Context: an optimization exercise on an open-source flow, tuned for small area and a short achievable clock period. The choices shown serve that exercise and are no tape-out recipe.
Only simulation tests tie the RTL to the original design; equivalence was not proved.
Power figures rest on the tool's default switching activity, not on a simulated workload.

==> design.v <==
`timescale 1ns / 1ps
module neuron #(
    parameter signed [15:0] BIAS = 0    
)(
    input clk,
    input [7:0] one,         
    input [7:0] two,         
    input [7:0] neg,         
    input x_nz,              
    input x_sign,            
    input [15:0] weight,     
    input clr,               
    input fin,               
    output reg [15:0] logit
);
    wire [31:0] ts, tc;
    mul_tree tree (.one(one), .two(two), .neg(neg), .w(weight), .ps(ts), .pc(tc));
    reg [31:0] ps, pc;
    reg psg;
    always @(posedge clk) begin
        ps <= ts;
        pc <= tc;
        psg <= x_nz && (|weight) && (x_sign ^ weight[15]);
    end
    reg [31:0] acc;
    reg [17:0] tot;
    wire [31:0] x3 = acc ^ ps ^ pc;
    wire [31:0] c3 = (acc & ps) | (acc & pc) | (ps & pc);
    wire [32:0] s;
    add_pfx #(.W(32)) add (.a(x3), .b({c3[30:0], 1'b0}), .s(s));
    wire ovf = (acc[31] == psg) && (s[31] != acc[31]);
    wire [31:0] r = ovf ? {acc[31], {31{~acc[31]}}} : s[31:0];
    always @(posedge clk) begin
        acc <= clr ? 32'd0 : r;
        tot <= r[31:14];
    end
    wire [18:0] u = {tot[17], tot} + {{3{BIAS[15]}}, BIAS};
    always @(posedge clk)
        if (fin)
            logit <= (u[18:15] == 4'b0000 || u[18:15] == 4'b1111) ? u[15:0] :
                     u[18] ? 16'h8000 : 16'h7FFF;
endmodule
module add_pfx #(
    parameter W = 32
)(
    input [W-1:0] a,
    input [W-1:0] b,
    output [W:0] s
);
    localparam L = $clog2(W);
    wire [W*(L+1)-1:0] G, P;
    assign G[W-1:0] = a & b;
    assign P[W-1:0] = a ^ b;
    genvar l, i;
    generate
        for (l = 0; l < L; l = l + 1) begin : pfx
            for (i = 0; i < W; i = i + 1) begin : bt
                if ((i >> l) & 1) begin : merge
                    localparam integer J = ((i >> l) << l) - 1;
                    assign G[W*(l+1)+i] = G[W*l+i] | (P[W*l+i] & G[W*l+J]);
                    assign P[W*(l+1)+i] = P[W*l+i] & P[W*l+J];
                end else begin : pass
                    assign G[W*(l+1)+i] = G[W*l+i];
                    assign P[W*(l+1)+i] = P[W*l+i];
                end
            end
        end
    endgenerate
    assign s = {G[W*L+W-1], P[W-1:0] ^ {G[W*L+W-2:W*L], 1'b0}};
endmodule
module mul_tree (
    input  [7:0] one,
    input  [7:0] two,
    input  [7:0] neg,
    input  [15:0] w,
    output [31:0] ps,
    output [31:0] pc
);
    wire pp0_0 = ((one[0] & w[0]) | (two[0] & 1'b0)) ^ neg[0];
    wire pp0_1 = ((one[0] & w[1]) | (two[0] & w[0])) ^ neg[0];
    wire pp0_2 = ((one[0] & w[2]) | (two[0] & w[1])) ^ neg[0];
    wire pp0_3 = ((one[0] & w[3]) | (two[0] & w[2])) ^ neg[0];
    wire pp0_4 = ((one[0] & w[4]) | (two[0] & w[3])) ^ neg[0];
    wire pp0_5 = ((one[0] & w[5]) | (two[0] & w[4])) ^ neg[0];
    wire pp0_6 = ((one[0] & w[6]) | (two[0] & w[5])) ^ neg[0];
    wire pp0_7 = ((one[0] & w[7]) | (two[0] & w[6])) ^ neg[0];
    wire pp0_8 = ((one[0] & w[8]) | (two[0] & w[7])) ^ neg[0];
    wire pp0_9 = ((one[0] & w[9]) | (two[0] & w[8])) ^ neg[0];
    wire pp0_10 = ((one[0] & w[10]) | (two[0] & w[9])) ^ neg[0];
    wire pp0_11 = ((one[0] & w[11]) | (two[0] & w[10])) ^ neg[0];
    wire pp0_12 = ((one[0] & w[12]) | (two[0] & w[11])) ^ neg[0];
    wire pp0_13 = ((one[0] & w[13]) | (two[0] & w[12])) ^ neg[0];
    wire pp0_14 = ((one[0] & w[14]) | (two[0] & w[13])) ^ neg[0];
    wire pp0_15 = ((one[0] & w[15]) | (two[0] & w[14])) ^ neg[0];
    wire pp0_16 = ~(((one[0] | two[0]) & w[15]) ^ neg[0]);
    wire pp1_0 = ((one[1] & w[0]) | (two[1] & 1'b0)) ^ neg[1];
    wire pp1_1 = ((one[1] & w[1]) | (two[1] & w[0])) ^ neg[1];
    wire pp1_2 = ((one[1] & w[2]) | (two[1] & w[1])) ^ neg[1];
    wire pp1_3 = ((one[1] & w[3]) | (two[1] & w[2])) ^ neg[1];
    wire pp1_4 = ((one[1] & w[4]) | (two[1] & w[3])) ^ neg[1];
    wire pp1_5 = ((one[1] & w[5]) | (two[1] & w[4])) ^ neg[1];
    wire pp1_6 = ((one[1] & w[6]) | (two[1] & w[5])) ^ neg[1];
    wire pp1_7 = ((one[1] & w[7]) | (two[1] & w[6])) ^ neg[1];
    wire pp1_8 = ((one[1] & w[8]) | (two[1] & w[7])) ^ neg[1];
    wire pp1_9 = ((one[1] & w[9]) | (two[1] & w[8])) ^ neg[1];
    wire pp1_10 = ((one[1] & w[10]) | (two[1] & w[9])) ^ neg[1];
    wire pp1_11 = ((one[1] & w[11]) | (two[1] & w[10])) ^ neg[1];
    wire pp1_12 = ((one[1] & w[12]) | (two[1] & w[11])) ^ neg[1];
    wire pp1_13 = ((one[1] & w[13]) | (two[1] & w[12])) ^ neg[1];
    wire pp1_14 = ((one[1] & w[14]) | (two[1] & w[13])) ^ neg[1];
    wire pp1_15 = ((one[1] & w[15]) | (two[1] & w[14])) ^ neg[1];
    wire pp1_16 = ~(((one[1] | two[1]) & w[15]) ^ neg[1]);
    wire pp2_0 = ((one[2] & w[0]) | (two[2] & 1'b0)) ^ neg[2];
    wire pp2_1 = ((one[2] & w[1]) | (two[2] & w[0])) ^ neg[2];
    wire pp2_2 = ((one[2] & w[2]) | (two[2] & w[1])) ^ neg[2];
    wire pp2_3 = ((one[2] & w[3]) | (two[2] & w[2])) ^ neg[2];
    wire pp2_4 = ((one[2] & w[4]) | (two[2] & w[3])) ^ neg[2];
    wire pp2_5 = ((one[2] & w[5]) | (two[2] & w[4])) ^ neg[2];
    wire pp2_6 = ((one[2] & w[6]) | (two[2] & w[5])) ^ neg[2];
    wire pp2_7 = ((one[2] & w[7]) | (two[2] & w[6])) ^ neg[2];
    wire pp2_8 = ((one[2] & w[8]) | (two[2] & w[7])) ^ neg[2];
    wire pp2_9 = ((one[2] & w[9]) | (two[2] & w[8])) ^ neg[2];
    wire pp2_10 = ((one[2] & w[10]) | (two[2] & w[9])) ^ neg[2];
    wire pp2_11 = ((one[2] & w[11]) | (two[2] & w[10])) ^ neg[2];
    wire pp2_12 = ((one[2] & w[12]) | (two[2] & w[11])) ^ neg[2];
    wire pp2_13 = ((one[2] & w[13]) | (two[2] & w[12])) ^ neg[2];
    wire pp2_14 = ((one[2] & w[14]) | (two[2] & w[13])) ^ neg[2];
    wire pp2_15 = ((one[2] & w[15]) | (two[2] & w[14])) ^ neg[2];
    wire pp2_16 = ~(((one[2] | two[2]) & w[15]) ^ neg[2]);
    wire pp3_0 = ((one[3] & w[0]) | (two[3] & 1'b0)) ^ neg[3];
    wire pp3_1 = ((one[3] & w[1]) | (two[3] & w[0])) ^ neg[3];
    wire pp3_2 = ((one[3] & w[2]) | (two[3] & w[1])) ^ neg[3];
    wire pp3_3 = ((one[3] & w[3]) | (two[3] & w[2])) ^ neg[3];
    wire pp3_4 = ((one[3] & w[4]) | (two[3] & w[3])) ^ neg[3];
    wire pp3_5 = ((one[3] & w[5]) | (two[3] & w[4])) ^ neg[3];
    wire pp3_6 = ((one[3] & w[6]) | (two[3] & w[5])) ^ neg[3];
    wire pp3_7 = ((one[3] & w[7]) | (two[3] & w[6])) ^ neg[3];
    wire pp3_8 = ((one[3] & w[8]) | (two[3] & w[7])) ^ neg[3];
    wire pp3_9 = ((one[3] & w[9]) | (two[3] & w[8])) ^ neg[3];
    wire pp3_10 = ((one[3] & w[10]) | (two[3] & w[9])) ^ neg[3];
    wire pp3_11 = ((one[3] & w[11]) | (two[3] & w[10])) ^ neg[3];
    wire pp3_12 = ((one[3] & w[12]) | (two[3] & w[11])) ^ neg[3];
    wire pp3_13 = ((one[3] & w[13]) | (two[3] & w[12])) ^ neg[3];
    wire pp3_14 = ((one[3] & w[14]) | (two[3] & w[13])) ^ neg[3];
    wire pp3_15 = ((one[3] & w[15]) | (two[3] & w[14])) ^ neg[3];
    wire pp3_16 = ~(((one[3] | two[3]) & w[15]) ^ neg[3]);
    wire pp4_0 = ((one[4] & w[0]) | (two[4] & 1'b0)) ^ neg[4];
    wire pp4_1 = ((one[4] & w[1]) | (two[4] & w[0])) ^ neg[4];
    wire pp4_2 = ((one[4] & w[2]) | (two[4] & w[1])) ^ neg[4];
    wire pp4_3 = ((one[4] & w[3]) | (two[4] & w[2])) ^ neg[4];
    wire pp4_4 = ((one[4] & w[4]) | (two[4] & w[3])) ^ neg[4];
    wire pp4_5 = ((one[4] & w[5]) | (two[4] & w[4])) ^ neg[4];
    wire pp4_6 = ((one[4] & w[6]) | (two[4] & w[5])) ^ neg[4];
    wire pp4_7 = ((one[4] & w[7]) | (two[4] & w[6])) ^ neg[4];
    wire pp4_8 = ((one[4] & w[8]) | (two[4] & w[7])) ^ neg[4];
    wire pp4_9 = ((one[4] & w[9]) | (two[4] & w[8])) ^ neg[4];
    wire pp4_10 = ((one[4] & w[10]) | (two[4] & w[9])) ^ neg[4];
    wire pp4_11 = ((one[4] & w[11]) | (two[4] & w[10])) ^ neg[4];
    wire pp4_12 = ((one[4] & w[12]) | (two[4] & w[11])) ^ neg[4];
    wire pp4_13 = ((one[4] & w[13]) | (two[4] & w[12])) ^ neg[4];
    wire pp4_14 = ((one[4] & w[14]) | (two[4] & w[13])) ^ neg[4];
    wire pp4_15 = ((one[4] & w[15]) | (two[4] & w[14])) ^ neg[4];
    wire pp4_16 = ~(((one[4] | two[4]) & w[15]) ^ neg[4]);
    wire pp5_0 = ((one[5] & w[0]) | (two[5] & 1'b0)) ^ neg[5];
    wire pp5_1 = ((one[5] & w[1]) | (two[5] & w[0])) ^ neg[5];
    wire pp5_2 = ((one[5] & w[2]) | (two[5] & w[1])) ^ neg[5];
    wire pp5_3 = ((one[5] & w[3]) | (two[5] & w[2])) ^ neg[5];
    wire pp5_4 = ((one[5] & w[4]) | (two[5] & w[3])) ^ neg[5];
    wire pp5_5 = ((one[5] & w[5]) | (two[5] & w[4])) ^ neg[5];
    wire pp5_6 = ((one[5] & w[6]) | (two[5] & w[5])) ^ neg[5];
    wire pp5_7 = ((one[5] & w[7]) | (two[5] & w[6])) ^ neg[5];
    wire pp5_8 = ((one[5] & w[8]) | (two[5] & w[7])) ^ neg[5];
    wire pp5_9 = ((one[5] & w[9]) | (two[5] & w[8])) ^ neg[5];
    wire pp5_10 = ((one[5] & w[10]) | (two[5] & w[9])) ^ neg[5];
    wire pp5_11 = ((one[5] & w[11]) | (two[5] & w[10])) ^ neg[5];
    wire pp5_12 = ((one[5] & w[12]) | (two[5] & w[11])) ^ neg[5];
    wire pp5_13 = ((one[5] & w[13]) | (two[5] & w[12])) ^ neg[5];
    wire pp5_14 = ((one[5] & w[14]) | (two[5] & w[13])) ^ neg[5];
    wire pp5_15 = ((one[5] & w[15]) | (two[5] & w[14])) ^ neg[5];
    wire pp5_16 = ~(((one[5] | two[5]) & w[15]) ^ neg[5]);
    wire pp6_0 = ((one[6] & w[0]) | (two[6] & 1'b0)) ^ neg[6];
    wire pp6_1 = ((one[6] & w[1]) | (two[6] & w[0])) ^ neg[6];
    wire pp6_2 = ((one[6] & w[2]) | (two[6] & w[1])) ^ neg[6];
    wire pp6_3 = ((one[6] & w[3]) | (two[6] & w[2])) ^ neg[6];
    wire pp6_4 = ((one[6] & w[4]) | (two[6] & w[3])) ^ neg[6];
    wire pp6_5 = ((one[6] & w[5]) | (two[6] & w[4])) ^ neg[6];
    wire pp6_6 = ((one[6] & w[6]) | (two[6] & w[5])) ^ neg[6];
    wire pp6_7 = ((one[6] & w[7]) | (two[6] & w[6])) ^ neg[6];
    wire pp6_8 = ((one[6] & w[8]) | (two[6] & w[7])) ^ neg[6];
    wire pp6_9 = ((one[6] & w[9]) | (two[6] & w[8])) ^ neg[6];
    wire pp6_10 = ((one[6] & w[10]) | (two[6] & w[9])) ^ neg[6];
    wire pp6_11 = ((one[6] & w[11]) | (two[6] & w[10])) ^ neg[6];
    wire pp6_12 = ((one[6] & w[12]) | (two[6] & w[11])) ^ neg[6];
    wire pp6_13 = ((one[6] & w[13]) | (two[6] & w[12])) ^ neg[6];
    wire pp6_14 = ((one[6] & w[14]) | (two[6] & w[13])) ^ neg[6];
    wire pp6_15 = ((one[6] & w[15]) | (two[6] & w[14])) ^ neg[6];
    wire pp6_16 = ~(((one[6] | two[6]) & w[15]) ^ neg[6]);
    wire pp7_0 = ((one[7] & w[0]) | (two[7] & 1'b0)) ^ neg[7];
    wire pp7_1 = ((one[7] & w[1]) | (two[7] & w[0])) ^ neg[7];
    wire pp7_2 = ((one[7] & w[2]) | (two[7] & w[1])) ^ neg[7];
    wire pp7_3 = ((one[7] & w[3]) | (two[7] & w[2])) ^ neg[7];
    wire pp7_4 = ((one[7] & w[4]) | (two[7] & w[3])) ^ neg[7];
    wire pp7_5 = ((one[7] & w[5]) | (two[7] & w[4])) ^ neg[7];
    wire pp7_6 = ((one[7] & w[6]) | (two[7] & w[5])) ^ neg[7];
    wire pp7_7 = ((one[7] & w[7]) | (two[7] & w[6])) ^ neg[7];
    wire pp7_8 = ((one[7] & w[8]) | (two[7] & w[7])) ^ neg[7];
    wire pp7_9 = ((one[7] & w[9]) | (two[7] & w[8])) ^ neg[7];
    wire pp7_10 = ((one[7] & w[10]) | (two[7] & w[9])) ^ neg[7];
    wire pp7_11 = ((one[7] & w[11]) | (two[7] & w[10])) ^ neg[7];
    wire pp7_12 = ((one[7] & w[12]) | (two[7] & w[11])) ^ neg[7];
    wire pp7_13 = ((one[7] & w[13]) | (two[7] & w[12])) ^ neg[7];
    wire pp7_14 = ((one[7] & w[14]) | (two[7] & w[13])) ^ neg[7];
    wire pp7_15 = ((one[7] & w[15]) | (two[7] & w[14])) ^ neg[7];
    wire pp7_16 = ~(((one[7] | two[7]) & w[15]) ^ neg[7]);
    wire hs0 = neg[5] ^ pp0_10;
    wire hc0 = neg[5] & pp0_10;
    wire hs1 = pp0_11 ^ pp1_9;
    wire hc1 = pp0_11 & pp1_9;
    wire fs0 = neg[6] ^ pp0_12 ^ pp1_10;
    wire fc0 = (neg[6] & pp0_12) | (neg[6] & pp1_10) | (pp0_12 & pp1_10);
    wire hs2 = pp2_8 ^ pp3_6;
    wire hc2 = pp2_8 & pp3_6;
    wire fs1 = pp0_13 ^ pp1_11 ^ pp2_9;
    wire fc1 = (pp0_13 & pp1_11) | (pp0_13 & pp2_9) | (pp1_11 & pp2_9);
    wire hs3 = pp3_7 ^ pp4_5;
    wire hc3 = pp3_7 & pp4_5;
    wire fs2 = neg[7] ^ pp0_14 ^ pp1_12;
    wire fc2 = (neg[7] & pp0_14) | (neg[7] & pp1_12) | (pp0_14 & pp1_12);
    wire fs3 = pp2_10 ^ pp3_8 ^ pp4_6;
    wire fc3 = (pp2_10 & pp3_8) | (pp2_10 & pp4_6) | (pp3_8 & pp4_6);
    wire hs4 = pp5_4 ^ pp6_2;
    wire hc4 = pp5_4 & pp6_2;
    wire fs4 = pp0_15 ^ pp1_13 ^ pp2_11;
    wire fc4 = (pp0_15 & pp1_13) | (pp0_15 & pp2_11) | (pp1_13 & pp2_11);
    wire fs5 = pp3_9 ^ pp4_7 ^ pp5_5;
    wire fc5 = (pp3_9 & pp4_7) | (pp3_9 & pp5_5) | (pp4_7 & pp5_5);
    wire hs5 = pp6_3 ^ pp7_1;
    wire hc5 = pp6_3 & pp7_1;
    wire fs6 = 1'b1 ^ pp0_16 ^ pp1_14;
    wire fc6 = (1'b1 & pp0_16) | (1'b1 & pp1_14) | (pp0_16 & pp1_14);
    wire fs7 = pp2_12 ^ pp3_10 ^ pp4_8;
    wire fc7 = (pp2_12 & pp3_10) | (pp2_12 & pp4_8) | (pp3_10 & pp4_8);
    wire fs8 = pp5_6 ^ pp6_4 ^ pp7_2;
    wire fc8 = (pp5_6 & pp6_4) | (pp5_6 & pp7_2) | (pp6_4 & pp7_2);
    wire fs9 = 1'b1 ^ pp1_15 ^ pp2_13;
    wire fc9 = (1'b1 & pp1_15) | (1'b1 & pp2_13) | (pp1_15 & pp2_13);
    wire fs10 = pp3_11 ^ pp4_9 ^ pp5_7;
    wire fc10 = (pp3_11 & pp4_9) | (pp3_11 & pp5_7) | (pp4_9 & pp5_7);
    wire hs6 = pp6_5 ^ pp7_3;
    wire hc6 = pp6_5 & pp7_3;
    wire fs11 = pp1_16 ^ pp2_14 ^ pp3_12;
    wire fc11 = (pp1_16 & pp2_14) | (pp1_16 & pp3_12) | (pp2_14 & pp3_12);
    wire fs12 = pp4_10 ^ pp5_8 ^ pp6_6;
    wire fc12 = (pp4_10 & pp5_8) | (pp4_10 & pp6_6) | (pp5_8 & pp6_6);
    wire fs13 = 1'b1 ^ pp2_15 ^ pp3_13;
    wire fc13 = (1'b1 & pp2_15) | (1'b1 & pp3_13) | (pp2_15 & pp3_13);
    wire hs7 = pp4_11 ^ pp5_9;
    wire hc7 = pp4_11 & pp5_9;
    wire fs14 = pp2_16 ^ pp3_14 ^ pp4_12;
    wire fc14 = (pp2_16 & pp3_14) | (pp2_16 & pp4_12) | (pp3_14 & pp4_12);
    wire hs8 = 1'b1 ^ pp3_15;
    wire hc8 = 1'b1 & pp3_15;
    wire hs9 = neg[3] ^ pp0_6;
    wire hc9 = neg[3] & pp0_6;
    wire hs10 = pp0_7 ^ pp1_5;
    wire hc10 = pp0_7 & pp1_5;
    wire fs15 = neg[4] ^ pp0_8 ^ pp1_6;
    wire fc15 = (neg[4] & pp0_8) | (neg[4] & pp1_6) | (pp0_8 & pp1_6);
    wire hs11 = pp2_4 ^ pp3_2;
    wire hc11 = pp2_4 & pp3_2;
    wire fs16 = pp0_9 ^ pp1_7 ^ pp2_5;
    wire fc16 = (pp0_9 & pp1_7) | (pp0_9 & pp2_5) | (pp1_7 & pp2_5);
    wire hs12 = pp3_3 ^ pp4_1;
    wire hc12 = pp3_3 & pp4_1;
    wire fs17 = pp1_8 ^ pp2_6 ^ pp3_4;
    wire fc17 = (pp1_8 & pp2_6) | (pp1_8 & pp3_4) | (pp2_6 & pp3_4);
    wire fs18 = pp4_2 ^ pp5_0 ^ hs0;
    wire fc18 = (pp4_2 & pp5_0) | (pp4_2 & hs0) | (pp5_0 & hs0);
    wire fs19 = pp2_7 ^ pp3_5 ^ pp4_3;
    wire fc19 = (pp2_7 & pp3_5) | (pp2_7 & pp4_3) | (pp3_5 & pp4_3);
    wire fs20 = pp5_1 ^ hc0 ^ hs1;
    wire fc20 = (pp5_1 & hc0) | (pp5_1 & hs1) | (hc0 & hs1);
    wire fs21 = pp4_4 ^ pp5_2 ^ pp6_0;
    wire fc21 = (pp4_4 & pp5_2) | (pp4_4 & pp6_0) | (pp5_2 & pp6_0);
    wire fs22 = hc1 ^ hs2 ^ fs0;
    wire fc22 = (hc1 & hs2) | (hc1 & fs0) | (hs2 & fs0);
    wire fs23 = pp5_3 ^ pp6_1 ^ hc2;
    wire fc23 = (pp5_3 & pp6_1) | (pp5_3 & hc2) | (pp6_1 & hc2);
    wire fs24 = hs3 ^ fc0 ^ fs1;
    wire fc24 = (hs3 & fc0) | (hs3 & fs1) | (fc0 & fs1);
    wire fs25 = pp7_0 ^ hc3 ^ hs4;
    wire fc25 = (pp7_0 & hc3) | (pp7_0 & hs4) | (hc3 & hs4);
    wire fs26 = fc1 ^ fs2 ^ fs3;
    wire fc26 = (fc1 & fs2) | (fc1 & fs3) | (fs2 & fs3);
    wire fs27 = hc4 ^ hs5 ^ fc2;
    wire fc27 = (hc4 & hs5) | (hc4 & fc2) | (hs5 & fc2);
    wire fs28 = fc3 ^ fs4 ^ fs5;
    wire fc28 = (fc3 & fs4) | (fc3 & fs5) | (fs4 & fs5);
    wire fs29 = hc5 ^ fc4 ^ fc5;
    wire fc29 = (hc5 & fc4) | (hc5 & fc5) | (fc4 & fc5);
    wire fs30 = fs6 ^ fs7 ^ fs8;
    wire fc30 = (fs6 & fs7) | (fs6 & fs8) | (fs7 & fs8);
    wire fs31 = hs6 ^ fc6 ^ fc7;
    wire fc31 = (hs6 & fc6) | (hs6 & fc7) | (fc6 & fc7);
    wire fs32 = fc8 ^ fs10 ^ fs9;
    wire fc32 = (fc8 & fs10) | (fc8 & fs9) | (fs10 & fs9);
    wire fs33 = pp7_4 ^ hc6 ^ fc10;
    wire fc33 = (pp7_4 & hc6) | (pp7_4 & fc10) | (hc6 & fc10);
    wire fs34 = fc9 ^ fs11 ^ fs12;
    wire fc34 = (fc9 & fs11) | (fc9 & fs12) | (fs11 & fs12);
    wire fs35 = pp6_7 ^ pp7_5 ^ hs7;
    wire fc35 = (pp6_7 & pp7_5) | (pp6_7 & hs7) | (pp7_5 & hs7);
    wire fs36 = fc11 ^ fc12 ^ fs13;
    wire fc36 = (fc11 & fc12) | (fc11 & fs13) | (fc12 & fs13);
    wire fs37 = pp5_10 ^ pp6_8 ^ pp7_6;
    wire fc37 = (pp5_10 & pp6_8) | (pp5_10 & pp7_6) | (pp6_8 & pp7_6);
    wire fs38 = hc7 ^ fc13 ^ fs14;
    wire fc38 = (hc7 & fc13) | (hc7 & fs14) | (fc13 & fs14);
    wire fs39 = pp4_13 ^ pp5_11 ^ pp6_9;
    wire fc39 = (pp4_13 & pp5_11) | (pp4_13 & pp6_9) | (pp5_11 & pp6_9);
    wire fs40 = pp7_7 ^ hs8 ^ fc14;
    wire fc40 = (pp7_7 & hs8) | (pp7_7 & fc14) | (hs8 & fc14);
    wire fs41 = pp3_16 ^ pp4_14 ^ pp5_12;
    wire fc41 = (pp3_16 & pp4_14) | (pp3_16 & pp5_12) | (pp4_14 & pp5_12);
    wire fs42 = pp6_10 ^ pp7_8 ^ hc8;
    wire fc42 = (pp6_10 & pp7_8) | (pp6_10 & hc8) | (pp7_8 & hc8);
    wire fs43 = 1'b1 ^ pp4_15 ^ pp5_13;
    wire fc43 = (1'b1 & pp4_15) | (1'b1 & pp5_13) | (pp4_15 & pp5_13);
    wire hs13 = pp6_11 ^ pp7_9;
    wire hc13 = pp6_11 & pp7_9;
    wire fs44 = pp4_16 ^ pp5_14 ^ pp6_12;
    wire fc44 = (pp4_16 & pp5_14) | (pp4_16 & pp6_12) | (pp5_14 & pp6_12);
    wire hs14 = 1'b1 ^ pp5_15;
    wire hc14 = 1'b1 & pp5_15;
    wire hs15 = neg[2] ^ pp0_4;
    wire hc15 = neg[2] & pp0_4;
    wire hs16 = pp0_5 ^ pp1_3;
    wire hc16 = pp0_5 & pp1_3;
    wire fs45 = pp1_4 ^ pp2_2 ^ pp3_0;
    wire fc45 = (pp1_4 & pp2_2) | (pp1_4 & pp3_0) | (pp2_2 & pp3_0);
    wire fs46 = pp2_3 ^ pp3_1 ^ hc9;
    wire fc46 = (pp2_3 & pp3_1) | (pp2_3 & hc9) | (pp3_1 & hc9);
    wire fs47 = pp4_0 ^ hc10 ^ hs11;
    wire fc47 = (pp4_0 & hc10) | (pp4_0 & hs11) | (hc10 & hs11);
    wire fs48 = hc11 ^ hs12 ^ fc15;
    wire fc48 = (hc11 & hs12) | (hc11 & fc15) | (hs12 & fc15);
    wire fs49 = hc12 ^ fc16 ^ fs17;
    wire fc49 = (hc12 & fc16) | (hc12 & fs17) | (fc16 & fs17);
    wire fs50 = fc17 ^ fs19 ^ fc18;
    wire fc50 = (fc17 & fs19) | (fc17 & fc18) | (fs19 & fc18);
    wire fs51 = fc19 ^ fs21 ^ fc20;
    wire fc51 = (fc19 & fs21) | (fc19 & fc20) | (fs21 & fc20);
    wire fs52 = fc21 ^ fs23 ^ fc22;
    wire fc52 = (fc21 & fs23) | (fc21 & fc22) | (fs23 & fc22);
    wire fs53 = fc23 ^ fs25 ^ fc24;
    wire fc53 = (fc23 & fs25) | (fc23 & fc24) | (fs25 & fc24);
    wire fs54 = fc25 ^ fc26 ^ fs27;
    wire fc54 = (fc25 & fc26) | (fc25 & fs27) | (fc26 & fs27);
    wire fs55 = fc27 ^ fc28 ^ fs29;
    wire fc55 = (fc27 & fc28) | (fc27 & fs29) | (fc28 & fs29);
    wire fs56 = fc29 ^ fc30 ^ fs31;
    wire fc56 = (fc29 & fc30) | (fc29 & fs31) | (fc30 & fs31);
    wire fs57 = fc31 ^ fc32 ^ fs33;
    wire fc57 = (fc31 & fc32) | (fc31 & fs33) | (fc32 & fs33);
    wire fs58 = fs35 ^ fc33 ^ fc34;
    wire fc58 = (fs35 & fc33) | (fs35 & fc34) | (fc33 & fc34);
    wire fs59 = fs37 ^ fc35 ^ fc36;
    wire fc59 = (fs37 & fc35) | (fs37 & fc36) | (fc35 & fc36);
    wire fs60 = fc37 ^ fs39 ^ fc38;
    wire fc60 = (fc37 & fs39) | (fc37 & fc38) | (fs39 & fc38);
    wire fs61 = fc39 ^ fs41 ^ fs42;
    wire fc61 = (fc39 & fs41) | (fc39 & fs42) | (fs41 & fs42);
    wire fs62 = hs13 ^ fc41 ^ fs43;
    wire fc62 = (hs13 & fc41) | (hs13 & fs43) | (fc41 & fs43);
    wire fs63 = pp7_10 ^ hc13 ^ fc43;
    wire fc63 = (pp7_10 & hc13) | (pp7_10 & fc43) | (hc13 & fc43);
    wire fs64 = pp6_13 ^ pp7_11 ^ hs14;
    wire fc64 = (pp6_13 & pp7_11) | (pp6_13 & hs14) | (pp7_11 & hs14);
    wire fs65 = pp5_16 ^ pp6_14 ^ pp7_12;
    wire fc65 = (pp5_16 & pp6_14) | (pp5_16 & pp7_12) | (pp6_14 & pp7_12);
    wire hs17 = 1'b1 ^ pp6_15;
    wire hc17 = 1'b1 & pp6_15;
    wire hs18 = neg[1] ^ pp0_2;
    wire hc18 = neg[1] & pp0_2;
    wire hs19 = pp0_3 ^ pp1_1;
    wire hc19 = pp0_3 & pp1_1;
    wire fs66 = pp1_2 ^ pp2_0 ^ hs15;
    wire fc66 = (pp1_2 & pp2_0) | (pp1_2 & hs15) | (pp2_0 & hs15);
    wire fs67 = pp2_1 ^ hc15 ^ hs16;
    wire fc67 = (pp2_1 & hc15) | (pp2_1 & hs16) | (hc15 & hs16);
    wire fs68 = hc16 ^ hs9 ^ fs45;
    wire fc68 = (hc16 & hs9) | (hc16 & fs45) | (hs9 & fs45);
    wire fs69 = hs10 ^ fc45 ^ fs46;
    wire fc69 = (hs10 & fc45) | (hs10 & fs46) | (fc45 & fs46);
    wire fs70 = fs15 ^ fc46 ^ fs47;
    wire fc70 = (fs15 & fc46) | (fs15 & fs47) | (fc46 & fs47);
    wire fs71 = fs16 ^ fc47 ^ fs48;
    wire fc71 = (fs16 & fc47) | (fs16 & fs48) | (fc47 & fs48);
    wire fs72 = fs18 ^ fc48 ^ fs49;
    wire fc72 = (fs18 & fc48) | (fs18 & fs49) | (fc48 & fs49);
    wire fs73 = fs20 ^ fc49 ^ fs50;
    wire fc73 = (fs20 & fc49) | (fs20 & fs50) | (fc49 & fs50);
    wire fs74 = fs22 ^ fc50 ^ fs51;
    wire fc74 = (fs22 & fc50) | (fs22 & fs51) | (fc50 & fs51);
    wire fs75 = fs24 ^ fc51 ^ fs52;
    wire fc75 = (fs24 & fc51) | (fs24 & fs52) | (fc51 & fs52);
    wire fs76 = fs26 ^ fc52 ^ fs53;
    wire fc76 = (fs26 & fc52) | (fs26 & fs53) | (fc52 & fs53);
    wire fs77 = fs28 ^ fc53 ^ fs54;
    wire fc77 = (fs28 & fc53) | (fs28 & fs54) | (fc53 & fs54);
    wire fs78 = fs30 ^ fc54 ^ fs55;
    wire fc78 = (fs30 & fc54) | (fs30 & fs55) | (fc54 & fs55);
    wire fs79 = fs32 ^ fc55 ^ fs56;
    wire fc79 = (fs32 & fc55) | (fs32 & fs56) | (fc55 & fs56);
    wire fs80 = fs34 ^ fc56 ^ fs57;
    wire fc80 = (fs34 & fc56) | (fs34 & fs57) | (fc56 & fs57);
    wire fs81 = fs36 ^ fc57 ^ fs58;
    wire fc81 = (fs36 & fc57) | (fs36 & fs58) | (fc57 & fs58);
    wire fs82 = fs38 ^ fc58 ^ fs59;
    wire fc82 = (fs38 & fc58) | (fs38 & fs59) | (fc58 & fs59);
    wire fs83 = fs40 ^ fc59 ^ fs60;
    wire fc83 = (fs40 & fc59) | (fs40 & fs60) | (fc59 & fs60);
    wire fs84 = fc40 ^ fs61 ^ fc60;
    wire fc84 = (fc40 & fs61) | (fc40 & fc60) | (fs61 & fc60);
    wire fs85 = fc42 ^ fs62 ^ fc61;
    wire fc85 = (fc42 & fs62) | (fc42 & fc61) | (fs62 & fc61);
    wire fs86 = fs44 ^ fc62 ^ fs63;
    wire fc86 = (fs44 & fc62) | (fs44 & fs63) | (fc62 & fs63);
    wire fs87 = fc44 ^ fs64 ^ fc63;
    wire fc87 = (fc44 & fs64) | (fc44 & fc63) | (fs64 & fc63);
    wire fs88 = hc14 ^ fs65 ^ fc64;
    wire fc88 = (hc14 & fs65) | (hc14 & fc64) | (fs65 & fc64);
    wire fs89 = pp7_13 ^ hs17 ^ fc65;
    wire fc89 = (pp7_13 & hs17) | (pp7_13 & fc65) | (hs17 & fc65);
    wire fs90 = pp6_16 ^ pp7_14 ^ hc17;
    wire fc90 = (pp6_16 & pp7_14) | (pp6_16 & hc17) | (pp7_14 & hc17);
    wire hs20 = 1'b1 ^ pp7_15;
    wire hc20 = 1'b1 & pp7_15;
    assign ps[0] = neg[0];
    assign pc[0] = pp0_0;
    assign ps[1] = pp0_1;
    assign pc[1] = 1'b0;
    assign ps[2] = pp1_0;
    assign pc[2] = hs18;
    assign ps[3] = hc18;
    assign pc[3] = hs19;
    assign ps[4] = hc19;
    assign pc[4] = fs66;
    assign ps[5] = fc66;
    assign pc[5] = fs67;
    assign ps[6] = fc67;
    assign pc[6] = fs68;
    assign ps[7] = fc68;
    assign pc[7] = fs69;
    assign ps[8] = fc69;
    assign pc[8] = fs70;
    assign ps[9] = fc70;
    assign pc[9] = fs71;
    assign ps[10] = fc71;
    assign pc[10] = fs72;
    assign ps[11] = fc72;
    assign pc[11] = fs73;
    assign ps[12] = fc73;
    assign pc[12] = fs74;
    assign ps[13] = fc74;
    assign pc[13] = fs75;
    assign ps[14] = fc75;
    assign pc[14] = fs76;
    assign ps[15] = fc76;
    assign pc[15] = fs77;
    assign ps[16] = fc77;
    assign pc[16] = fs78;
    assign ps[17] = fc78;
    assign pc[17] = fs79;
    assign ps[18] = fc79;
    assign pc[18] = fs80;
    assign ps[19] = fc80;
    assign pc[19] = fs81;
    assign ps[20] = fc81;
    assign pc[20] = fs82;
    assign ps[21] = fc82;
    assign pc[21] = fs83;
    assign ps[22] = fc83;
    assign pc[22] = fs84;
    assign ps[23] = fs85;
    assign pc[23] = fc84;
    assign ps[24] = fs86;
    assign pc[24] = fc85;
    assign ps[25] = fc86;
    assign pc[25] = fs87;
    assign ps[26] = fs88;
    assign pc[26] = fc87;
    assign ps[27] = fs89;
    assign pc[27] = fc88;
    assign ps[28] = fs90;
    assign pc[28] = fc89;
    assign ps[29] = hs20;
    assign pc[29] = fc90;
    assign ps[30] = pp7_16;
    assign pc[30] = hc20;
    assign ps[31] = 1'b1;
    assign pc[31] = 1'b0;
endmodule
`timescale 1ns / 1ps
module Softmax (
    input clk,
    input rst,
    input [63:0] in,           
    input in_valid,            
    output reg [63:0] out,
    output reg valid,
    output [7:0] led_control
);
    function [15:0] exp_lut;
        input [3:0] idx;
        begin
            case (idx)
                4'd0:  exp_lut = 16'h0800;
                4'd1:  exp_lut = 16'h09D0;
                4'd2:  exp_lut = 16'h0C20;
                4'd3:  exp_lut = 16'h0F80;
                4'd4:  exp_lut = 16'h1480;
                4'd5:  exp_lut = 16'h1C80;
                4'd6:  exp_lut = 16'h2A00;
                4'd7:  exp_lut = 16'h4000;
                4'd8:  exp_lut = 16'h6800;
                4'd9:  exp_lut = 16'hAC00;
                4'd10: exp_lut = 16'h1280;
                4'd11: exp_lut = 16'h1F80;
                4'd12: exp_lut = 16'h2C00;
                4'd13: exp_lut = 16'h4C00;
                4'd14: exp_lut = 16'h8000;
                default: exp_lut = 16'hD800;
            endcase
        end
    endfunction
    function [3:0] rank;
        input [3:0] idx;
        begin
            case (idx)
                4'd0:  rank = 4'd0;
                4'd1:  rank = 4'd1;
                4'd2:  rank = 4'd2;
                4'd3:  rank = 4'd3;
                4'd4:  rank = 4'd5;
                4'd5:  rank = 4'd6;
                4'd6:  rank = 4'd8;
                4'd7:  rank = 4'd10;
                4'd8:  rank = 4'd12;
                4'd9:  rank = 4'd14;
                4'd10: rank = 4'd4;
                4'd11: rank = 4'd7;
                4'd12: rank = 4'd9;
                4'd13: rank = 4'd11;
                4'd14: rank = 4'd13;
                default: rank = 4'd15;
            endcase
        end
    endfunction
    wire [3:0] i0 = {~in[15], in[14:12]};
    wire [3:0] i1 = {~in[31], in[30:28]};
    wire [3:0] i2 = {~in[47], in[46:44]};
    wire [3:0] i3 = {~in[63], in[62:60]};
    wire [15:0] e0 = exp_lut(i0);
    wire [15:0] e1 = exp_lut(i1);
    wire [15:0] e2 = exp_lut(i2);
    wire [15:0] e3 = exp_lut(i3);
    reg [12:0] p01, p23;
    wire [12:0] p01_next, p23_next;
    wire [13:0] sum;
    add_pfx #(.W(12)) add01 (.a(e0[15:4]), .b(e1[15:4]), .s(p01_next));
    add_pfx #(.W(12)) add23 (.a(e2[15:4]), .b(e3[15:4]), .s(p23_next));
    add_pfx #(.W(13)) add4 (.a(p01), .b(p23), .s(sum));
    wire [3:0] s = sum[13:10];
    wire [2:0] sh = (s == 4'b0000) ? 3'd4 :
                    (s[3:1] == 3'b001) ? 3'd3 :
                    (s[3:2] == 2'b01) ? 3'd2 :
                    s[3] ? 3'd1 : 3'd0;
    wire [3:0] r0 = rank(i0);
    wire [3:0] r1 = rank(i1);
    wire [3:0] r2 = rank(i2);
    wire [3:0] r3 = rank(i3);
    wire [3:0] m01 = (r1 > r0) ? r1 : r0;
    wire c01 = r1 > r0;
    wire [3:0] m23 = (r3 > r2) ? r3 : r2;
    wire c23 = r3 > r2;
    wire hi = m23 > m01;     
    wire [1:0] cls = hi ? {1'b1, c23} : {1'b0, c01};
    reg [3:0] led;
    assign led_control = {4'b0000, led};
    reg valid_d;
    wire [15:0] n0 = e0 >> sh;
    wire [15:0] n1 = e1 >> sh;
    wire [15:0] n2 = e2 >> sh;
    wire [15:0] n3 = e3 >> sh;
    always @(posedge clk) begin
        p01 <= p01_next;
        p23 <= p23_next;
        valid_d <= !rst && in_valid;
        out <= {1'b0, n3[14:0], 1'b0, n2[14:0], 1'b0, n1[14:0], 1'b0, n0[14:0]};
        led <= 4'b0001 << cls;
        valid <= !rst && valid_d;
    end
endmodule
`timescale 1ns / 1ps
module fc_head #(
    parameter DATA_WIDTH = 16,
    parameter NUM_INPUTS = 1024,
    parameter NUM_OUTPUTS = 4
)(
    input clk,
    input rst,
    input [DATA_WIDTH-1:0] myinput,
    input [DATA_WIDTH*NUM_OUTPUTS-1:0] myweights,
    input myinputValid,
    output [DATA_WIDTH*NUM_OUTPUTS-1:0] softmax_out,
    output softmax_valid,
    output [7:0] led_control,
    output [DATA_WIDTH*NUM_OUTPUTS-1:0] logits
);
    reg [9:0] input_count;
    reg [63:0] weights;
    reg last0, last1, fin, clr, logit_valid;
    reg [7:0] b_one, b_two, b_neg;
    reg x_nz, x_sign;
    wire take = myinputValid && !rst;
    wire [16:0] xe = {myinput, 1'b0};
    wire [7:0] e_one, e_two, e_neg;
    genvar i;
    generate
        for (i = 0; i < 8; i = i + 1) begin : booth
            assign e_one[i] = xe[2*i+1] ^ xe[2*i];
            assign e_two[i] = (xe[2*i+2] & ~xe[2*i+1] & ~xe[2*i]) | (~xe[2*i+2] & xe[2*i+1] & xe[2*i]);
            assign e_neg[i] = xe[2*i+2];
        end
    endgenerate
    always @(posedge clk) begin
        b_one <= take ? e_one : 8'd0;
        b_two <= take ? e_two : 8'd0;
        b_neg <= take ? e_neg : 8'd0;
        x_nz <= take && (|myinput);
        x_sign <= myinput[15];
        weights <= myweights;
        clr <= rst || last0;
        if (rst) begin
            input_count <= 0;
            last0 <= 0;
            last1 <= 0;
            fin <= 0;
            logit_valid <= 0;
        end else begin
            if (myinputValid)
                input_count <= input_count + 1;
            last0 <= myinputValid && (input_count == NUM_INPUTS-1);
            last1 <= last0;
            fin <= last1;
            logit_valid <= fin;
        end
    end
    localparam [63:0] BIASES = {16'h003C, 16'h0001, 16'hFFD1, 16'h0006};
    generate
        for (i = 0; i < NUM_OUTPUTS; i = i + 1) begin : output_layer
            neuron #(
                .BIAS(BIASES[(i+1)*DATA_WIDTH-1 -: DATA_WIDTH])
            ) neuron_output (
                .clk(clk),
                .one(b_one),
                .two(b_two),
                .neg(b_neg),
                .x_nz(x_nz),
                .x_sign(x_sign),
                .weight(weights[(i+1)*DATA_WIDTH-1 -: DATA_WIDTH]),
                .clr(clr),
                .fin(fin),
                .logit(logits[(i+1)*DATA_WIDTH-1 -: DATA_WIDTH])
            );
        end
    endgenerate
    Softmax softmax_inst (
        .clk(clk),
        .rst(rst),
        .in(logits),
        .in_valid(logit_valid),
        .out(softmax_out),
        .valid(softmax_valid),
        .led_control(led_control)
    );
endmodule
==> run.sh <==
#!/bin/bash
# synth_recipe.tcl (not shown) runs the flow's synth.tcl, then flattens the netlist and writes it again
# the make line also repeats each setting of config.mk as NAME=value (left out here)
make -C /OpenROAD-flow-scripts/flow DESIGN_CONFIG=/design/flow/config.mk WORK_HOME=/design/flow/orfs CLKGATE_MAP_FILE= SYNTH_SCRIPT=/design/flow/synth_recipe.tcl finish
==> config.mk <==
export PLATFORM = sky130hd
export DESIGN_NAME = fc_head
export DESIGN_NICKNAME = fc_head
export VERILOG_FILES = /design/flow/design.v
export SDC_FILE = /design/flow/constraint.sdc
export NUM_CORES = 4
export LEC_CHECK = 0
export ABC_CLOCK_PERIOD_IN_PS = 1500
export CAP_MARGIN = 20
export CORE_MARGIN = 2
export CORE_UTILIZATION = 40
export SETUP_SLACK_MARGIN = 5
export SLEW_MARGIN = 20
==> constraint.sdc <==
create_clock -name core_clock -period 8.0 [get_ports {clk}]
set_input_delay 1.6000 -clock core_clock [delete_from_list [all_inputs] [get_ports {clk}]]
set_output_delay 1.6000 -clock core_clock [all_outputs]
set_load 0.01 [all_outputs]
==> results of run 1 <==
==> cell type report <==
class                           instances  share of cell area [%]
Clock buffer                          108                    3.78
Timing Repair Buffer                  629                    11.9
Timing Repair inverter                  1                  0.0132
Antenna cell                            5                  0.0189
Clock inverter                         49                    1.16
Inverter                              562                    3.24
Tap cell                             1650                    3.12
Sequential cell                       706                    22.8
Multi-Input combinational cell       3588                    54.0
==> sequential cells by signal (all words and copies together) (netlist names), 10 cells and up <==
name and cells:
input_count 10, softmax_inst.p01 13, output_layer.neuron_output.pc 120, output_layer.neuron_output.tot 72
softmax_inst.p23 13, output_layer.neuron_output.logit 64, output_layer.neuron_output.acc 128, output_layer.neuron_output.ps 121
softmax_inst.out 60, weights 64
==> worst max-delay path: stages (launching register included) <==
cell and delay, ns:
dfxtp_2 0.32, inv_2 0.03, fa_1 0.52, inv_1 0.05, ha_2 0.17, a21o_1 0.18, a21o_1 0.20, a2111o_1 0.43
a31o_1 0.26, or4_4 0.43, and2_4 0.18, or3_4 0.45, clkbuf_16 0.21, a21oi_1 0.12
==> where the power goes <==
part           internal, W  switching (W)  total [W]
registers          0.00470       0.000761    0.00546
clock network      0.00278        0.00168    0.00447
logic              0.00791        0.00952     0.0174
total               0.0154         0.0120     0.0274
==> Yosys cell counts (26+ instances only) <==
cell type  number
a21o_1         48
a21oi_1       289
a22oi_1       486
and2_1         26
buf_1          53
clkbuf_1      352
dfxtp_1       642
edfxtp_1       64
fa_1          492
ha_1          286
inv_1         561
mux2i_1        41
nand2_1       320
nand3_1        53
nor2_1        153
nor3_1         37
nor4_1         29
o21ai_0       203
xnor2_1       430
xor2_1        275
==> stage by stage <==
stage / power, W / std cells
after floorplan: 0.0150 / 5268
after global placement: 0.0176 / 6755
after detailed placement: 0.0178 / 6755
after CTS: 0.0258 / 7219
after global routing: 0.0294 / 7293
final: 0.0274 / 7298
==> repair_timing <==
| action | CTS | global route |
|---|---|---|
| gates resized for setup | 918 | 439 |
| hold buffers | 0 | 0 |
| pin swaps | 161 | 242 |
| setup endpoints to repair | 599 | 362 |
| cloned | 53 | 14 |
| setup buffers | 254 | 58 |
==> path summary, 6_finish.rpt <==
check	end	from	slack (ns)	cells after the start
worst max-delay path	output_layer[2].neuron_output.acc[0]$_SDFF_PP0_	output_layer[2].neuron_output.pc[24]$_DFF_P_	4.37	13
worst min register to register	fin$_SDFF_PP0_	last1$_SDFF_PP0_	0.43	1
worst max register to register	output_layer[2].neuron_output.acc[0]$_SDFF_PP0_	output_layer[2].neuron_output.pc[24]$_DFF_P_	4.37	13
worst min-delay path	fin$_SDFF_PP0_	last1$_SDFF_PP0_	0.43	1
==> layer usage <==
layer	routed length, µm	up-vias	GRT usage [%]
li1	-	18300	-
met1	67000	20500	31.7
met5	16	-	0
met3	18600	639	7.25
met2	77600	2280	40.2
met4	9800	4	12.8
==> cells by family after synthesis <==
family	Yosys count	synth area share, %
adders and majority gates	778	26.5
AOI/OAI and AO/OA	1252	16.4
muxes	50	1.01
other	1	0.00741
buffers and inverters	985	7.41
xor gates and xnor gates	705	12.2
DFF	706	29.2
and+or+nand+nor	784	7.29
==> results.ini, run 1 <==
[grt]
track_usage_pct = 25.4
overflow = 0
grt_pass1_wl_mm = 255
grt_antenna_before_repair = 6
grt_pass1_vias = 42400
grt_max_degree = 74

[synth]
synth_cell_types = 75
synth-seq-cells = 706
async_flop_share_pct = 0
synth_edf_count = 64
synth_area_um2 = 50600
netlist.area_leader.share_pct = 25.4
synth.area.top_cells = dfxtp_1, fa_1, xnor2_1, a22oi_1, ha_1
synthesis.instances = 5261
synth-seq-area-share_pct = 29.2
syn_area_per_cell_um2 = 9.62
synth_warnings = 6
dominantRegCellSynth = dfxtp_1
yosysTopAreaCell = dfxtp_1

[final_layout]
multi_input_area_um2 = 35800
final_cell_mix = dfxtp_1, inv_1, xnor2_1, fa_1, a22oi_1
nets = 6434
mostFrequentLayoutCell = dfxtp_1
fill_cells = 10700
post-route-util_pct = 52.7
final_cell_area_um2 = 66200
drive_gt1_share_pct = 25.3
synthToLayoutAreaGrowth_pct = 30.8
ff_latch_area_um2 = 15100

[placement]
dpl.hpwl_mm = 97.8
dpl_cell_area_um2 = 54100
place.gp.congestion = 0.885
pre_cts_slack_ns = 3.56
io_buffer_count = 211

[power]
leakage_nw = 26.9
power_density_nw_per_um2 = 413
ir_drop_mv = 0.292

[detailed_routing]
routed_wirelength_mm = 173
vias = 41800
postRouteAntennaNets = 0
drc = 0
wire_per_inst_um = 23.7
first_pass_iters = 8
initialDrtViolationCount = 4642
vias_per_cell = 5.72

[timing]
whs_ns = 0.432
worstMarginPinSlew_ns = 0.943
max_slew_margin_pct = 36.9
final_hold_viol_count = 0
setup_tns_ns = 0
period_share_pct = 45.3
rsz0062_at_grt = yes
setup_ws_ns = 4.37
setup_viol = 0
max_freq_ghz = 0.276
min_period_ns = 3.63
clock_skew_ns = 0.0300
slew_violations = 0

[floorplan]
initial_core_util_pct = 40.3
pin_count = 220
die_area_um2 = 129000
fp-row-count = 130
core_area_um2 = 126000
chipWidth_um = 360
die_h_um = 360

[setup_path]
crit_fanout = 6
worst-setup-path-type = flop to flop
worstPathRequired_ns = 8.62
start_kind = flop
arrival_ns = 4.25
end_kind = flop

[worst_hold_path]
min-delay-path-class = flop to flop

[flow_run]
maxCapViolCount = 0

[clock_network]
path_clk_slew_ns = 0.06
cts_tree = yes
clock-sinks = 706
cts_made_buffers = 85
cts-root-buf = clkbuf_16
clock_latency_ns = 0.71
cts_buffer_depth = 3
htree_levels = 3

[outcome]
status = timing/DRC/antenna clean

==> inputs of run 2 (changes only) <==
--- a/config.mk
+++ b/config.mk
@@ -9,5 +9,5 @@
 export CAP_MARGIN = 20
 export CORE_MARGIN = 2
 export CORE_UTILIZATION = 40
-export SETUP_SLACK_MARGIN = 5
+export SETUP_SLACK_MARGIN = 4.5
 export SLEW_MARGIN = 20
==> results.ini, run 2 <==
[power]
p_comb_share_pct = 60.4  ; -3.3 points
power_density_nw_per_um2 = 404  ; -2.3%
p_sw_w = 0.0106  ; -12%
ir_drop_mv = 0.355  ; +22%
p_seq_share_pct = 22.5  ; +2.5 points
p_clk_share_pct = 17.1  ; +0.8 points
power.internal_w = 0.0135  ; -12%
leakage_nw = 24.4  ; -9.1%
switching_share_pct = 43.8  ; +0.10 points

[grt]
met3_usage_pct = 4.63  ; -2.6 points
track_usage_pct = 22.6  ; -2.9 points
grt_antenna_before_repair = 8  ; +2
met2_usage_pct = 36.9  ; -3.3 points
grt_pass1_wl_mm = 230  ; -9.6%
top_usage_layer = met2
use_met1_pct = 29.4  ; -2.4 points
grt_pass1_vias = 39700  ; -6.4%
grt_max_degree = 74  ; unchanged
overflow = 0  ; unchanged

[clock_network]
path_clk_slew_ns = 0.06  ; about the same
cts-root-buf = clkbuf_16
cts_tree = yes
cts_made_buffers = 86  ; +1.2%
cts_buffer_depth = 3  ; unchanged
clock_latency_ns = 0.70  ; about the same
htree_levels = 3  ; unchanged
clock-sinks = 706  ; unchanged

[synth]
synth_edf_count = 64  ; unchanged
synth_cell_types = 75  ; unchanged
synth_warnings = 6  ; unchanged
synthesis.instances = 5261  ; unchanged
synth_area_um2 = 50600  ; unchanged
dominantRegCellSynth = dfxtp_1
netlist.area_leader.share_pct = 25.4  ; unchanged
synth-seq-cells = 706  ; unchanged
synth.area.top_cells = dfxtp_1, fa_1, xnor2_1, a22oi_1, ha_1
async_flop_share_pct = 0  ; unchanged
synth_common_cells = dfxtp_1, inv_1, fa_1, a22oi_1, xnor2_1
synth-seq-area-share_pct = 29.2  ; unchanged
synth.most_common_cell = dfxtp_1
yosysTopAreaCell = dfxtp_1
syn_area_per_cell_um2 = 9.62  ; unchanged

[floorplan]
pin_count = 220  ; unchanged
chipWidth_um = 360  ; unchanged
core_area_um2 = 126000  ; unchanged
die_area_um2 = 129000  ; unchanged
initial_core_util_pct = 40.3  ; unchanged
die_h_um = 360  ; unchanged
fp-row-count = 130  ; unchanged

[timing]
min_period_ns = 3.52  ; -0.105 ns
clock_skew_ns = 0.0292  ; -0.000747 ns
setup_tns_ns = 0  ; unchanged
slew_violations = 0  ; unchanged
rsz0062_at_grt = yes
setup_ws_ns = 4.48  ; +0.105 ns
final_hold_viol_count = 0  ; unchanged
max_freq_ghz = 0.284  ; +3.0%
period_share_pct = 44.0  ; -1.3 points
setup_viol = 0  ; unchanged
whs_ns = 0.434  ; +0.00161 ns
worstMarginPinSlew_ns = 0.949  ; +0.00593 ns
max_slew_margin_pct = 36.7  ; -0.25 points

[detailed_routing]
initialDrtViolationCount = 3396  ; -27%
vias_per_cell = 5.50  ; -3.9%
wire_per_inst_um = 21.4  ; -9.6%
drc = 0  ; unchanged
routed_wirelength_mm = 152  ; -12%
postRouteAntennaNets = 0  ; unchanged
first_pass_iters = 6  ; -2
vias = 38900  ; -6.8%

[setup_path]
worst-setup-path-type = flop to flop
start_kind = flop
crit_fanout = 7  ; +1
arrival_ns = 4.13  ; -0.12 ns
worstPathRequired_ns = 8.61  ; about the same
end_kind = flop

[placement]
place.gp.congestion = 0.891  ; +0.64%
io_buffer_count = 211  ; unchanged
dp.cells = 6764  ; +0.13%
pre_cts_slack_ns = 3.83  ; +0.269 ns
dpl.hpwl_mm = 98.0  ; +0.23%

[final_layout]
layout.cells.non_filler = 7072  ; -3.1%
final_cell_mix = dfxtp_1, inv_1, fa_1
fill_cells = 11600  ; +8.3%
largest_register_ffs = 128  ; unchanged
mostFrequentLayoutCell = dfxtp_1
post-route-util_pct = 47.5  ; -5.2 points
nets = 6211  ; -3.5%
drive_gt1_share_pct = 11.8  ; -13 points
synthToLayoutAreaGrowth_pct = 17.9
reg.largest.list = output_layer.neuron_output.acc (128), output_layer.neuron_output.ps (121), output_layer.neuron_output.pc (120)
max_flop_register = output_layer.neuron_output.acc

[worst_hold_path]
min-delay-path-class = flop to flop

[flow_run]
maxCapViolCount = 0  ; unchanged

[outcome]
status = timing/DRC/antenna clean

-- run 2: cell count changes in the layout (fill, tap and decap cells not counted), sizes merged, moves of 2 or more --
cell,change
clkinvlp,-3
clkbuf,+2
clkdlybuf4s15,-34
clkdlybuf4s50,+126
clkinv,-3
bufbuf,-12
buf,-217
bufinv,-7
dlygate4sd2,-75
nand2,-6
inv,+5
-- run 2: worst paths after layout --
kind / cells after the start / start / endpoint / slack, ns
setup / recovery: 10 / output_layer[2].neuron_output.acc[21]$_SDFF_PP0_ / output_layer[2].neuron_output.acc[20]$_SDFF_PP0_ / 4.48
hold / removal: 1 / last1$_SDFF_PP0_ / fin$_SDFF_PP0_ / 0.43
setup reg to reg: 10 / output_layer[2].neuron_output.acc[21]$_SDFF_PP0_ / output_layer[2].neuron_output.acc[20]$_SDFF_PP0_ / 4.48
hold reg to reg: 1 / last1$_SDFF_PP0_ / fin$_SDFF_PP0_ / 0.43
-- run 2: cell type report --
class                      instances  area (µm²)  share of cell area [%]
inverter                         562        2120                    3.55
sequential                       706       14900                    25.0
multi-input combinational       3580       33000                    55.3
clock inverter                    42         534                   0.895
timing repair buffer             414        4550                    7.62
tap                             1650        2060                    3.46
clock buffer                     114        2470                    4.14
antenna                            4        10.0                  0.0168
-- run 2: cell families (layout without fill, tap and decap cells) --
group | Yosys count | count (layout) | share of synthesized area [%]
multiplexers | 50 | 50 | 1.01
flip-flops | 706 | 706 | 29.2
buffers and inverters | 985 | 1132 | 7.41
adder cells (fa/ha/maj) | 778 | 778 | 26.5
other | 1 | 12 | 0.00741
AO/OA/AOI/OAI | 1252 | 1254 | 16.4
AND/OR/NAND/NOR | 784 | 785 | 7.29
XOR/XNOR | 705 | 705 | 12.2
-- run 2: power groups by stage --
stage                     Combinational (W)  Sequential [W]  Clock, W
after detailed placement             0.0121         0.00551         0
after global placement               0.0119         0.00550         0
after global routing                 0.0162         0.00554   0.00435
after floorplan                     0.00932         0.00519         0
final                                0.0146         0.00543   0.00412
after CTS                            0.0131         0.00543   0.00422
-- run 2: worst max-delay path, cell delays in order (launching register included) --
cell and delay (ns):
dfxtp_1 0.34, fa_1 0.56, ha_2 0.31, and4_2 0.28, a221o_1 0.32, and3_1 0.23, or4_4 0.53, and2_4 0.17
or3_4 0.42, buf_12 0.18, a21oi_4 0.12
-- run 2: per-layer routing --
metal / share of wire [%] / wire length, µm
met5: 0.026 / 39
met2: 46 / 70300
met1: 42 / 63400
met4: 3.7 / 5540
met3: 8.1 / 12400
-- run 2: what timing repair did --
item                                    4_1_cts  5_1_grt
gates resized for setup                     165      219
hold endpoints to repair                      0        0
hold buffers                                  0        0
endpoints found under the setup margin      318      279
cloned                                        7       15
pin swaps                                    21       33
buffers inserted                             69       56
-- run 2: per-stage QoR --
stage | area (µm²) | power (W)
finish | 59700 | 0.0241
global placement | 53700 | 0.0174
floorplan | 50700 | 0.0145
global route | 59700 | 0.0261
CTS | 58200 | 0.0228
detailed placement | 53700 | 0.0176
==> inputs of run 3 (changes only) <==
--- a/config.mk
+++ b/config.mk
@@ -5,7 +5,7 @@
 export SDC_FILE = /design/flow/constraint.sdc
 export NUM_CORES = 4
 export LEC_CHECK = 0
-export ABC_CLOCK_PERIOD_IN_PS = 1500
+export ABC_AREA = 1
 export CAP_MARGIN = 20
 export CORE_MARGIN = 2
 export CORE_UTILIZATION = 40
==> results.ini, run 3 <==
[timing]
setup_tns_ns = 0  ; unchanged
setup_ws_ns = 4.51  ; +0.0295 ns
min_period_ns = 3.49  ; -0.0295 ns
rsz0062_at_grt = yes
setup_viol = 0  ; unchanged
max_freq_ghz = 0.286  ; +0.84%
slew_violations = 0  ; unchanged
worstMarginPinSlew_ns = 0.851  ; -0.0979 ns
final_hold_viol_count = 0  ; unchanged
max_slew_margin_pct = 43.3  ; +6.6 points
period_share_pct = 43.7  ; -0.37 points
clock_skew_ns = 0.0332  ; +0.00399 ns

[detailed_routing]
routed_wirelength_mm = 152  ; about the same
vias_per_cell = 5.30  ; -3.6%
initialDrtViolationCount = 3554  ; +4.7%
vias = 40400  ; +3.9%
postRouteAntennaNets = 0  ; unchanged
wire_per_inst_um = 19.9  ; -7.2%
first_pass_iters = 5  ; -1
drc = 0  ; unchanged

[synth]
synth_common_cells = nand2_1, inv_1, xor2_1, dfxtp_1, fa_1
netlist.area_leader.share_pct = 25.4  ; about the same
synth.area.top_cells = dfxtp_1, fa_1, xor2_1, ha_1, nand2_1
synth_warnings = 6  ; unchanged
synth_edf_count = 64  ; unchanged
synthesis.instances = 5781  ; +9.9%
synth-seq-area-share_pct = 29.2  ; about the same
synth_cell_types = 55  ; -27%
syn_area_per_cell_um2 = 8.76  ; -9.0%
synth-seq-cells = 706  ; unchanged
synth.most_common_cell = nand2_1
async_flop_share_pct = 0  ; unchanged
synth_area_um2 = 50600  ; about the same
dominantRegCellSynth = dfxtp_1
yosysTopAreaCell = dfxtp_1

[final_layout]
multi_input_area_um2 = 31500  ; -4.7%
reg.largest.list = output_layer.neuron_output.acc (128), output_layer.neuron_output.ps (121), output_layer.neuron_output.pc (120)
largest_register_ffs = 128  ; unchanged
ff_latch_area_um2 = 14800  ; -0.59%
mostFrequentLayoutCell = nand2_1
post-route-util_pct = 46.5  ; -1.1 points
synthToLayoutAreaGrowth_pct = 15.3
max_flop_register = output_layer.neuron_output.acc
fill_cells = 12100  ; +3.8%
final_cell_mix = nand2_1, inv_1, xor2_1
final_cell_area_um2 = 58400  ; -2.2%
drive_gt1_share_pct = 7.82  ; -4.0 points
nets = 6759  ; +8.8%

[setup_path]
start_kind = flop
r2r_slack_ns = 4.51  ; +0.03 ns
reg2reg_depth = 20  ; +10
cp_slowest_cell = fa_1
arrival_ns = 4.03  ; -0.10 ns
path_cells = clkinvlp_4, buf_12, fa_1, inv_1, ha_2, nand3_1, o211ai_1, nand2_1, nand2_2, nand2_1, nand2_4, buf_6, nand2_2, nand2_2, nand2_1, nand3b_1, nand2_4, clkbuf_16, nand2_1, a21oi_1
crit_family = simple AND/OR/NAND/NOR gates
reg2reg_to = output_layer[1].neuron_output.acc[24]$_SDFF_PP0_
crit_fanout = 8  ; +1
crit_start = output_layer[2].neuron_output.ps[0]$_DFF_P_
cpMostUsedCell = nand2_1
path_depth = 20  ; +10
r2r-start = output_layer[2].neuron_output.ps[0]$_DFF_P_
end_kind = flop
worstPathRequired_ns = 8.53  ; -0.08 ns
path_buf_inv = 5  ; +4
crit_path_end = output_layer[1].neuron_output.acc[24]$_SDFF_PP0_
cpPeakStageDelay_ns = 0.41  ; -0.15 ns
worst-setup-path-type = flop to flop

[floorplan]
initial_core_util_pct = 40.3  ; about the same
chipWidth_um = 360  ; about the same
core_area_um2 = 126000  ; unchanged
fp-row-count = 130  ; unchanged
pin_count = 220  ; unchanged
die_area_um2 = 129000  ; about the same
die_h_um = 360  ; about the same

[worst_hold_path]
min-delay-path-class = flop to flop

[outcome]
status = timing/DRC/antenna clean

[clock_network]
cts_made_buffers = 87  ; +1.2%
cts-root-buf = clkbuf_16
htree_levels = 3  ; unchanged
clock_latency_ns = 0.69  ; about the same
cts_buffer_depth = 3  ; unchanged
cts_tree = yes
clock-sinks = 706  ; unchanged
path_clk_slew_ns = 0.06  ; about the same

[power]
p_sw_w = 0.0101  ; -4.3%
power.internal_w = 0.0120  ; -11%
p_seq_share_pct = 24.1  ; +1.6 points
ir_drop_mv = 0.258  ; -27%
switching_share_pct = 45.7  ; +1.9 points
power_density_nw_per_um2 = 379  ; -6.1%
p_clk_share_pct = 18.4  ; +1.3 points
p_comb_share_pct = 57.4  ; -3.0 points
leakage_nw = 27.9  ; +14%

[grt]
grt_antenna_before_repair = 3  ; -5
grt_pass1_wl_mm = 231  ; +0.26%
grt_max_degree = 62  ; -16%
track_usage_pct = 22.6  ; about the same
grt_pass1_vias = 40100  ; +1.0%
overflow = 0  ; unchanged

[flow_run]
maxCapViolCount = 0  ; unchanged

[placement]
dpl.hpwl_mm = 102  ; +3.8%
dpl_cell_area_um2 = 53900  ; +0.31%
place.gp.congestion = 0.902  ; +1.3%
pre_cts_slack_ns = 3.63  ; -0.202 ns
io_buffer_count = 211  ; unchanged

## run 3: logic make-up (layout without fill, tap and decap cells)
logic type | Yosys count | in the layout | share of synthesized area [%]
buf+inv | 1190 | 1372 | 9.11
xor+xnor | 691 | 691 | 12.0
fa+ha+maj | 778 | 778 | 26.5
simple gates | 1503 | 1503 | 12.6
mux | 1 | 1 | 0.0198
flops | 706 | 706 | 29.2
other cells | 1 | 10 | 0.00741
compound gates | 911 | 911 | 10.6
## run 3: stage by stage
stage               cells  total power, W  hold slack, ns
finish               7622          0.0221           0.394
global route         7621          0.0244           0.408
CTS                  7558          0.0218           0.395
detailed placement   7373          0.0174           0.387
global placement     7373          0.0172           0.380
floorplan            5788          0.0146           0.329
## run 3: cell type report
| type | instances | share of cell area [%] |
|---|---|---|
| tap | 1650 | 3.54 |
| sequential | 706 | 25.4 |
| timing repair buffer | 346 | 6.18 |
| antenna | 2 | 0.00858 |
| timing repair inverter | 2 | 0.0172 |
| clock inverter | 39 | 0.757 |
| clock buffer | 122 | 4.37 |
| multi-input combinational | 3892 | 53.9 |
| inverter | 863 | 5.79 |
## run 3: timing repair
item	4_1_cts	5_1_grt
endpoints found under the hold margin	0	0
gates cloned	2	11
buffers inserted	22	51
pin swaps	1	9
resized for setup	116	114
setup endpoints to repair	347	290
hold buffers	0	0
## run 3: power groups by stage
stage	clock (W)	sequential (W)	combinational (W)
2_1_floorplan	0	0.00519	0.00942
3_3_place_gp	0	0.00541	0.0118
3_5_place_dp	0	0.00542	0.0120
4_1_cts	0.00418	0.00535	0.0122
5_1_grt	0.00433	0.00545	0.0146
6_report	0.00408	0.00534	0.0127
## run 3: worst min path at each step
stage	start	to	slack [ns]	cells after the start
5_1_grt	last1$_SDFF_PP0_	fin$_SDFF_PP0_	0.41	2
3_3_place_gp	last1$_SDFF_PP0_	fin$_SDFF_PP0_	0.38	2
2_1_floorplan	b_neg[0]$_SDFF_PN0_	output_layer[2].neuron_output.ps[0]$_DFF_P_	0.33	0
3_5_place_dp	last1$_SDFF_PP0_	fin$_SDFF_PP0_	0.39	2
6_report	last1$_SDFF_PP0_	fin$_SDFF_PP0_	0.39	2
4_1_cts	last1$_SDFF_PP0_	fin$_SDFF_PP0_	0.40	2
## run 3: worst register-to-register path: cells and delay by family (launching register included)
| family | cells | cell delay, ns |
|---|---|---|
| compound gates | 2 | 0.32 |
| fa+ha+maj | 2 | 0.62 |
| buf+inv | 5 | 0.73 |
| simple gates | 11 | 1.30 |
| flops | 1 | 0.35 |
## run 3: per-layer routing
metal / GRT usage [%] / vias to the layer above / share of wire (%) / wire length (µm)
li1: - / 18800 / - / -
met1: 30.3 / 19300 / 42 / 64200
met2: 35.4 / 1887 / 44 / 66500
met3: 4.79 / 401 / 9.3 / 14100
met4: 8.86 / 0 / 4.5 / 6790
met5: 0 / - / 0 / 0

separate check: timing with driven ports:
In the flow no input, the clock included, has a driving cell. The finished layouts below were timed again as built, in two steps. Step 1 assumes that a clkbuf_16 drives the clock port and a buf_2 every other input. Step 2 times the ports against the registers' clock, not the clock port: input delays grow and output delays shrink by t, the midpoint of the rising clock arrivals with the driver on. Slacks: no drivers / after step 1 / after step 2; pairs: no drivers / after step 1.
run | t (ns) | setup WS [ns] | slew at the worst register clock pin (ns) | cell pins on the clock port's net
run 1 | 0.776 | 4.373 / 4.373 / 4.373 | 0.07 / 0.07 | 1
run 2 | 0.763 | 4.478 / 4.420 / 4.277 | 0.06 / 0.06 | 1
run 3 | 0.746 | 4.508 / 4.498 / 4.508 | 0.07 / 0.07 | 1
After both steps setup and hold are still met in every run listed. The setup slack of run 2, which loses most, moves by -0.058 ns with the drivers and by -0.201 ns with both steps.
